Background: an optimization exercise with open tools, aiming at small area, a short achievable clock period and few clock cycles per item. Do not read the settings as production practice.
No functional check of the RTL was part of this run.

<file path="design.v">
module compare #(
	parameter dir       = 1,
	parameter PT_WIDTH  = 4,
	parameter IDX_WIDTH = 9
) (
	input      [PT_WIDTH+IDX_WIDTH-1:0] a, b,
	output reg [PT_WIDTH+IDX_WIDTH-1:0] s0, s1
);
	always @(*) begin
		if ((a[PT_WIDTH-1:0] > b[PT_WIDTH-1:0]) == dir) begin
			s0 = a;
			s1 = b;
		end
		else begin
			s0 = b;
			s1 = a;
		end
	end
endmodule
module bitonic_merge #(
	parameter WIDTH     = 4,
	parameter DIR       = 1,
	parameter PT_WIDTH  = 4,
	parameter IDX_WIDTH = 9
) (
	input  [WIDTH*(PT_WIDTH+IDX_WIDTH)-1:0] m,
	output [WIDTH*(PT_WIDTH+IDX_WIDTH)-1:0] q
);
	localparam MW = PT_WIDTH + IDX_WIDTH;
	localparam k  = WIDTH/2;
	wire [WIDTH*MW-1:0] cmp;
	genvar i;
	generate
		if (WIDTH == 1) begin : leaf
			assign q = m;
		end
		else begin : node
			for (i = 0; i < k; i = i + 1) begin : cmp_g
				compare #(
					.dir(DIR),
					.PT_WIDTH(PT_WIDTH),
					.IDX_WIDTH(IDX_WIDTH)
				) compare_i (
					.a(m[i*MW +: MW]),
					.b(m[(i+k)*MW +: MW]),
					.s0(cmp[i*MW +: MW]),
					.s1(cmp[(i+k)*MW +: MW])
				);
			end
			bitonic_merge #(
				.WIDTH(WIDTH/2),
				.DIR(DIR),
				.PT_WIDTH(PT_WIDTH),
				.IDX_WIDTH(IDX_WIDTH)
			) bitonic_merge_low (
				.m(cmp[0 +: k*MW]),
				.q(q[0 +: k*MW])
			);
			bitonic_merge #(
				.WIDTH(WIDTH/2),
				.DIR(DIR),
				.PT_WIDTH(PT_WIDTH),
				.IDX_WIDTH(IDX_WIDTH)
			) bitonic_merge_high (
				.m(cmp[k*MW +: k*MW]),
				.q(q[k*MW +: k*MW])
			);
		end
	endgenerate
endmodule
module bitonic_sort #(
	parameter WIDTH     = 4,
	parameter DIR       = 1,
	parameter PT_WIDTH  = 4,
	parameter IDX_WIDTH = 9
) (
	input  [WIDTH*(PT_WIDTH+IDX_WIDTH)-1:0] m,
	output [WIDTH*(PT_WIDTH+IDX_WIDTH)-1:0] q
);
	localparam MW = PT_WIDTH + IDX_WIDTH;
	localparam k  = WIDTH/2;
	wire [WIDTH*MW-1:0] sort;
	generate
		if (WIDTH == 1) begin : leaf
			assign q = m;
		end
		else begin : node
			bitonic_sort #(
				.WIDTH(WIDTH/2),
				.DIR(1),
				.PT_WIDTH(PT_WIDTH),
				.IDX_WIDTH(IDX_WIDTH)
			) bitonic_sort_low (
				.m(m[0 +: k*MW]),
				.q(sort[0 +: k*MW])
			);
			bitonic_sort #(
				.WIDTH(WIDTH/2),
				.DIR(0),
				.PT_WIDTH(PT_WIDTH),
				.IDX_WIDTH(IDX_WIDTH)
			) bitonic_sort_high (
				.m(m[k*MW +: k*MW]),
				.q(sort[k*MW +: k*MW])
			);
			bitonic_merge #(
				.WIDTH(WIDTH),
				.DIR(DIR),
				.PT_WIDTH(PT_WIDTH),
				.IDX_WIDTH(IDX_WIDTH)
			) bitonic_merge_i (
				.m(sort),
				.q(q)
			);
		end
	endgenerate
endmodule
module retiming_bitonic #(
	parameter W         = 16,
	parameter DIR       = 1,
	parameter delay     = 0,
	parameter PT_WIDTH  = 4,
	parameter IDX_WIDTH = 9) (
	input clk,
	input  [W*(PT_WIDTH+IDX_WIDTH)-1:0] m,
	output [W*(PT_WIDTH+IDX_WIDTH)-1:0] q);
localparam MW = PT_WIDTH + IDX_WIDTH;
wire [W*MW-1:0] qcomb;
generate
	if (delay == 0) begin : nodelay
		assign q = qcomb;
	end
	else begin : withdelay
		reg [W*MW-1:0] qdelay [1:delay];
		integer i;
		always @(posedge clk) begin
			qdelay[1] <= qcomb;
			for (i = 2; i <= delay; i = i + 1)
				qdelay[i] <= qdelay[i-1];
		end
		assign q = qdelay[delay];
	end
endgenerate
	bitonic_sort #(
		.WIDTH(W),
		.DIR(DIR),
		.PT_WIDTH(PT_WIDTH),
		.IDX_WIDTH(IDX_WIDTH)
	) sorter_inst (
		.m(m),
		.q(qcomb)
	);
endmodule
module bitonic_sorter_top (
	input              clk,
	input              rst,
	input              in_valid,
	input      [415:0] in_data,
	output reg         out_valid,
	output reg [415:0] out_data
);
	localparam CAND_NUM  = 32;
	localparam PT_WIDTH  = 4;
	localparam IDX_WIDTH = 9;    
	reg  [415:0] unsorted_muons;
	reg          unsorted_valid;
	wire [415:0] sorter_out;
	always @(posedge clk) begin
		unsorted_muons <= in_data;
		out_data       <= sorter_out;
	end
	always @(posedge clk) begin
		if (rst) begin
			unsorted_valid <= 1'b0;
			out_valid      <= 1'b0;
		end
		else begin
			unsorted_valid <= in_valid;
			out_valid      <= unsorted_valid;
		end
	end
	retiming_bitonic #(
		.W(CAND_NUM),
		.DIR(1),
		.delay(0),
		.PT_WIDTH(PT_WIDTH),
		.IDX_WIDTH(IDX_WIDTH)
	) dut_inst (
		.clk(clk),
		.m(unsorted_muons),
		.q(sorter_out)
	);
endmodule
</file>
<file path="run.sh">
#!/bin/bash
# synth_recipe.tcl (not shown) runs the flow's synth.tcl, then flattens the netlist and writes it again
# the make line also repeats each setting of config.mk as NAME=value (left out here)
make -C /OpenROAD-flow-scripts/flow DESIGN_CONFIG=/design/flow/config.mk WORK_HOME=/design/flow/orfs CLKGATE_MAP_FILE= SYNTH_SCRIPT=/design/flow/synth_recipe.tcl finish
</file>
<file path="config.mk">
export PLATFORM = sky130hd
export DESIGN_NAME = bitonic_sorter_top
export DESIGN_NICKNAME = bitonic_sorter_top
export VERILOG_FILES = /design/flow/design.v
export SDC_FILE = /design/flow/constraint.sdc
export NUM_CORES = 4
export LEC_CHECK = 0
export CAP_MARGIN = 20
export CORE_MARGIN = 2
export CORE_UTILIZATION = 40
export SLEW_MARGIN = 20
</file>
<file path="constraint.sdc">
create_clock -name core_clock -period 24.0 [get_ports {clk}]
set_input_delay 4.8000 -clock core_clock [delete_from_list [all_inputs] [get_ports {clk}]]
set_output_delay 4.8000 -clock core_clock [all_outputs]
set_load 0.01 [all_outputs]
</file>
==> summary.md <==
| Metric | Value |
|---|---|
| Clock sinks | `834` |
| Final core occ | `0.552` |
| Fmax | `42.7 MHz` |
| Slew of the pin with the lowest slew margin | `1240 ps` |
| Final #Nets | `17961` |
| Max Slew Vio Count | `0` |
| DRT Wirelength | `619 mm` |
| Top cells by area, synth | `mux2i_1 (28%), mux2_2 (15%), dfxtp_1 (14%)` |
| Ys async rst share | `0` |
| Worst Setup End Kind | `flip-flop` |
| Worst min path class | `reg -> reg` |
| GPL Wtd Cong | `1.11` |
| Number of enable flip-flop cells after synthesis | `0` |
| CTS Hold Bufs | `0` |
| Status | `timing/DRC/antenna clean` |
| Global-route wire length before repair | `838 mm` |
| Worst-skew pair later-pin latency | `880 ps` |
| Critical path endpoint | `out_data[10]` |
| Setup TNS | `0 ps` |
| CTS tree | `built` |
| Top cell type's share of synthesized area | `0.284` |
| Global route overflow | `0` |
| Most Frequent Cell on Critical Path | `buf_4` |
| Syn avg cell area | `8.52 µm²` |
| Clk pin slew, worst setup/hold paths | `60 ps` |
| Worst r2r src | `unsorted_muons[300]` |
| DIE AREA | `300000 µm²` |
| DRT Pass-1 Iters | `9` |
| Post-synthesis xor/xnor area fraction | `0.00333` |
| Seq/Total Area, Yosys | `0.141` |
| Initial Util | `0.402` |
| Final hold slack | `440 ps` |
| Crit-path max FO | `19` |
| Startpoint types | `flip-flop` |
| Placed Instance Area | `148000 µm²` |
| Chip height | `548 µm` |
| Vias/cell | `6.05` |
| Yosys reg bits | `834` |
| CP startpoint | `unsorted_muons[300]` |
| Num CTS Buffers | `93` |
| Synth Flop Type | `dfxtp_1` |
| Largest net degree at the start of global routing | `38` |
| Final ANT Viol Nets | `0` |
| Vias in the first global route | `115176` |
| Site Rows | `199` |
| Final instance area | `162000 µm²` |
| CTS root buffer | `clkbuf_16` |
| Max-slew headroom | `0.149` |
| # fillers | `27332` |
| Die W | `548 µm` |
| Clock Path Buffers | `4` |
| Placed cells | `20295` |
| Fin cells | `20899` |
| Share of post-route cells with drive strength above 1 | `0.348` |
| Cell Area, Synth | `118000 µm²` |
| Post-synthesis simple-gate area fraction | `0.106` |
| DPL Wire Length | `529 mm` |
| Post-synthesis share of cell area spent on full adders, half adders and majority gates | `0.0716` |
| Area growth syn-to-layout | `37.2%` |
| DRC Markers | `0` |
| CP max-delay cell | `or3_4` |
| H-tree Lvls | `3` |
| Initial antenna violation count | `41` |
| Synth Net Count | `14967` |
| Iter 0 DRT Violations | `12575` |
| # setup viols final | `0` |
| Req. time, crit path | `24750 ps` |
| Drt wl/cell | `29.6 µm` |
| Yosys warns | `3` |
| GRT Total Usage | `0.384` |
| Final min period | `23440 ps` |
| Number of max-cap violations | `0` |
| Port-buffer cells | `835` |
| R2r setup slk | `560 ps` |
| Gate Count Post-Synth | `13892` |
| Final period util | `0.977` |
| R2R depth | `121` |
| Largest family of logic cells by synthesized area | `multiplexers` |
| Mux contribution to synthesized area | `0.437` |
| Synth Area in Compound Gates | `0.189` |
| Reg2Reg Capture Point | `out_data[10]` |
| Total number of vias | `126535` |
| Max incr delay on CP | `440 ps` |
| Yosys cell types | `147` |
| Skew final | `86.2 ps` |
| I/O pins | `836` |
| Hold Fails Final Rpt | `0` |
| Crit Path Class | `reg -> reg` |
| Arr. time, crit path | `24190 ps` |
| Core Region | `294000 µm²` |
| Largest area contributor in the netlist | `mux2i_1` |
## routing by layer
metal / up-vias / track usage / part of all wire
met2: 4981 / 0.599 / 0.43
met3: 963 / 0.0446 / 0.068
li1: 58702 / - / -
met5: - / 0 / 0.000082
met1: 61883 / 0.523 / 0.44
met4: 6 / 0.185 / 0.059
## synthesized netlist by cell type (160+ instances only)
master,instances
mux2i_1,3364
nand3_1,204
mux2_2,1559
o211ai_1,192
a21o_1,160
o21ai_0,470
dfxtp_1,834
nor3_1,187
inv_1,796
clkbuf_1,407
nor2_1,768
nand2_1,849
o31ai_1,212
a21oi_1,716
ha_1,656
## worst min path at each step
stage                        start         to  slack, ps  cells after the start
detailed placement  unsorted_valid  out_valid        430                      1
finish              unsorted_valid  out_valid        440                      1
CTS                 unsorted_valid  out_valid        450                      1
floorplan           unsorted_valid  out_valid        410                      1
global placement    unsorted_valid  out_valid        420                      1
global route        unsorted_valid  out_valid        460                      1
## worst max-delay path, delay by kind of cell (launching register included)
family                     cells  cell delay (ps)
AOI/OAI and AO/OA             34             6130
adders and majority gates     18             5150
muxes                         16             4070
and+or+nand+nor               27             3830
buffers and inverters         26             3730
DFF                            1              340
## cell usage in the layout (no fill, tap or decap), types with 108 or more instances in the layout
master           synthesis  layout
a21o_1                 160     159
a21oi_1                716     510
a21oi_2                 10     167
a31oi_1                137     120
buf_4                   32    2595
clkbuf_16                0     108
clkdlybuf4s50_1          0     835
dfxtp_1                834     824
ha_1                   656     584
inv_1                  796     791
mux2_2                1559    1536
mux2i_1               3364    3001
mux2i_2                 13     166
mux2i_4                  2     212
nand2_1                849     814
nand3_1                204     188
nor2_1                 768     729
nor3_1                 187     156
o211ai_1               192     192
o21ai_0                470     350
o21ai_1                 74     123
o31ai_1                212     177
## repair_timing
| action | CTS | global route |
|---|---|---|
| endpoints found under the hold margin | 0 | 0 |
| gates cloned | 2 | 19 |
| pin swaps | 38 | 221 |
| gates resized for setup | 298 | 1293 |
| setup endpoints to repair | 416 | 416 |
| setup buffers | 65 | 329 |
## through the flow
stage / setup WS [ps]
floorplan: 1.44
global placement: -1530
detailed placement: -1630
CTS: 1.50
global route: -433
finish: 558
## kinds of logic (layout without fill, tap and decap cells)
| family | Yosys count | in the layout |
|---|---|---|
| simple gates | 2672 | 2672 |
| xor+xnor | 45 | 45 |
| flops | 834 | 834 |
| fa+ha+maj | 682 | 682 |
| buf+inv | 1511 | 4571 |
| other cells | 0 | 25 |
| compound gates | 3184 | 3187 |
| mux | 4964 | 4964 |
## state kept, by name, indices dropped and copies added, names as in the netlist
register,cells
out_valid,1
out_data,416
unsorted_muons,416
unsorted_valid,1
## area by class of cell
class                   count  area, µm²  area share
inverters                 799       3000      0.0185
diodes                     25       62.6    0.000385
clock buffers             127       2670      0.0164
repair buffers           3608      30700       0.189
well taps                3919       4900      0.0302
clock inverters            37        459     0.00283
multi-input cells       11550     104000       0.640
flip-flops and latches    834      16700       0.103

separate check: timing with driven ports:
No port has a modelled driver above. Below, the same layout with a new extraction and two added sets of constraints.
Step 1 (the two cells are an assumption about what drives the block):
set clk [get_ports {clk}]
set_driving_cell -lib_cell sky130_fd_sc_hd__clkbuf_16 $clk
set_driving_cell -lib_cell sky130_fd_sc_hd__buf_2 [delete_from_list [all_inputs] $clk]
Step 2 times the ports against the registers' clock, not the clock port: input delays grow and output delays shrink by t, the midpoint of the rising clock arrivals with the driver on.
a / b / c = ideal / step 1 / step 2; a / b = the first two.
t (ns): 0.939
setup WS [ns]: 0.558 / 0.558 / 0.558
worst setup path at the end: register to register
clock arrival spread, ns: 0.086 / 0.086
slew at the worst register clock pin (ns): 0.07 / 0.07
After both steps setup and hold are still met in this run. The setup slack of this run moves by 0.000 ns with the drivers and by 0.000 ns with both steps.
